Background: an optimization exercise with open tools, aiming at small area and a short achievable clock period. Do not read the settings as production practice.
RTL that was checked went through simulation tests only; none was proved equivalent to the original.

// mac_unit
module mac_unit #(
    parameter AW = 16,
    parameter BW = 16,
    parameter ACCW = 40,
    parameter SIGNED = 0
)(
    input  wire clk,
    input  wire rst_n,
    input  wire en,
    input  wire valid_in,
    input  wire [AW-1:0] a,
    input  wire [BW-1:0] b,
    output reg  valid_out,
    output reg  [ACCW-1:0] acc_out
);
  reg [78:0] pr;
  reg valid_reg;
  wire [39:0] nacc = ~acc_out;
  wire p1;
  wire p2;
  wire p3;
  wire p4;
  wire p5;
  wire p6;
  wire p7;
  wire p8;
  wire p9;
  wire p10;
  wire p11;
  wire p12;
  wire p13;
  wire p14;
  wire p15;
  wire p16;
  wire p17;
  wire p18;
  wire p19;
  wire p20;
  wire p21;
  wire p22;
  wire p23;
  wire p24;
  wire p25;
  wire p26;
  wire p27;
  wire p28;
  wire p29;
  wire p30;
  wire p31;
  wire p32;
  wire p33;
  wire p34;
  wire p35;
  wire p36;
  wire p37;
  wire p38;
  wire p39;
  wire p40;
  wire p41;
  wire p42;
  wire p43;
  wire p44;
  wire p45;
  wire p46;
  wire p47;
  wire p48;
  wire p49;
  wire p50;
  wire p51;
  wire p52;
  wire p53;
  wire p54;
  wire p55;
  wire p56;
  wire p57;
  wire p58;
  wire p59;
  wire p60;
  wire p61;
  wire p62;
  wire p63;
  wire p64;
  wire p65;
  wire p66;
  wire p67;
  wire p68;
  wire p69;
  wire p70;
  wire p71;
  wire p72;
  wire p73;
  wire p74;
  wire p75;
  wire p76;
  wire p77;
  wire p78;
  wire p79;
  wire p80;
  wire p81;
  wire p82;
  wire p83;
  wire p84;
  wire p85;
  wire p86;
  wire p87;
  wire p88;
  wire p89;
  wire p90;
  wire p91;
  wire p92;
  wire p93;
  wire p94;
  wire p95;
  wire p96;
  wire p97;
  wire p98;
  wire p99;
  wire p100;
  wire p101;
  wire p102;
  wire p103;
  wire p104;
  wire p105;
  wire p106;
  wire p107;
  wire p108;
  wire p109;
  wire p110;
  wire p111;
  ...
For scale: about 1,200 cells after synthesis, about 120 flip-flops, roughly 77 I/O pins, about 11,000 sq um of cells after synthesis.
==> flow/config.mk <==
export PLATFORM = sky130hd
export DESIGN_NAME = mac_unit
export DESIGN_NICKNAME = mac_unit
export VERILOG_FILES = /design/flow/design.v
export SDC_FILE = /design/flow/constraint.sdc
export NUM_CORES = 4
export LEC_CHECK = 0
export CAP_MARGIN = 20
export CORE_MARGIN = 2
export CORE_UTILIZATION = 65
export CTS_BUF_LIST = sky130_fd_sc_hd__clkbuf_4 sky130_fd_sc_hd__clkbuf_8
export SETUP_SLACK_MARGIN = 3.4
export SLEW_MARGIN = 20
export SYNTH_HIERARCHICAL = 1
export SYNTH_MINIMUM_KEEP_SIZE = 0
==> flow/constraint.sdc <==
create_clock -name core_clock -period 7.0 [get_ports {clk}]
set_input_delay 1.4000 -clock core_clock [delete_from_list [all_inputs] [get_ports {clk}]]
set_output_delay 1.4000 -clock core_clock [all_outputs]
set_load 0.01 [all_outputs]
run.sh (not shown) runs the stock make flow with config.mk's settings and CLKGATE_MAP_FILE= SYNTH_SCRIPT=/design/flow/synth_recipe.tcl, a recipe that flattens the netlist after the stock synthesis.
==> next run, changes <==
--- a/flow/config.mk
+++ b/flow/config.mk
@@ -12 +12 @@
-export SETUP_SLACK_MARGIN = 3.4
+export SETUP_SLACK_MARGIN = 3.6
Worst setup slack is better by 120 ps.
Design area goes up by 2.5%.
Synthesized cell count is unchanged.
No functional check of the RTL was part of any run of this note.

========
Another version of the RTL of mac_unit (not shown whole).
Size: about 77 I/O pins, roughly 11,000 um2 of cells after synthesis.
export LEC_CHECK = 0
export CAP_MARGIN = 20
export CORE_MARGIN = 2
export CORE_UTILIZATION = 65
export CTS_BUF_LIST = sky130_fd_sc_hd__clkbuf_4 sky130_fd_sc_hd__clkbuf_8
export GPL_ROUTABILITY_DRIVEN = 0
export SETUP_SLACK_MARGIN = 3.7
export SLEW_MARGIN = 20
export SYNTH_HIERARCHICAL = 1
export SYNTH_MINIMUM_KEEP_SIZE = 0
create_clock -name core_clock -period 7.0 [get_ports {clk}]
Rerun with:
GPL_ROUTABILITY_DRIVEN = default   (was 0)
TNS_END_PERCENT = 50   (was default)
What happened: Synthesized cell count stays the same. Count of clock-buffer cells in the layout goes down by 1. Cell area came out lower slightly. Worst setup slack is worse by 61 ps. Sequential share of layout area rose by 0.14 points. Utilization went down by 0.54 points.

[port drivers added, routing unchanged]
The results above use ideal ports. As a check the final layouts listed here were re-extracted and re-timed, cells and wires unchanged. Step 1 sets driving cells, clkbuf_16 on the clock port and buf_2 on the other inputs (assumed; they add their load-dependent delay and slew). Step 2 times the ports against the registers' clock, not the clock port: input delays grow and output delays shrink by t, the midpoint of the rising clock arrivals with the driver on. Slacks: ideal ports / drivers / drivers and shift; pairs: ideal ports / drivers.
run | shift t [ns] | slack for setup (ns) | hold slack, ns | cell pins on the clock port's net
the first run of note 1 | 0.488 | 3.419 / 3.428 / 2.940 | 0.492 / 0.492 / 0.492 | 1
the second run of note 1 | 0.475 | 3.540 / 3.540 / 3.143 | 0.499 / 0.499 / 0.499 | 1
the first run of note 2 | 0.480 | 3.725 / 3.727 / 3.246 | 0.490 / 0.490 / 0.490 | 1
the second run of note 2 | 0.489 | 3.664 / 3.679 / 3.190 | 0.494 / 0.494 / 0.494 | 1
After both steps setup and hold are still met in every run listed.
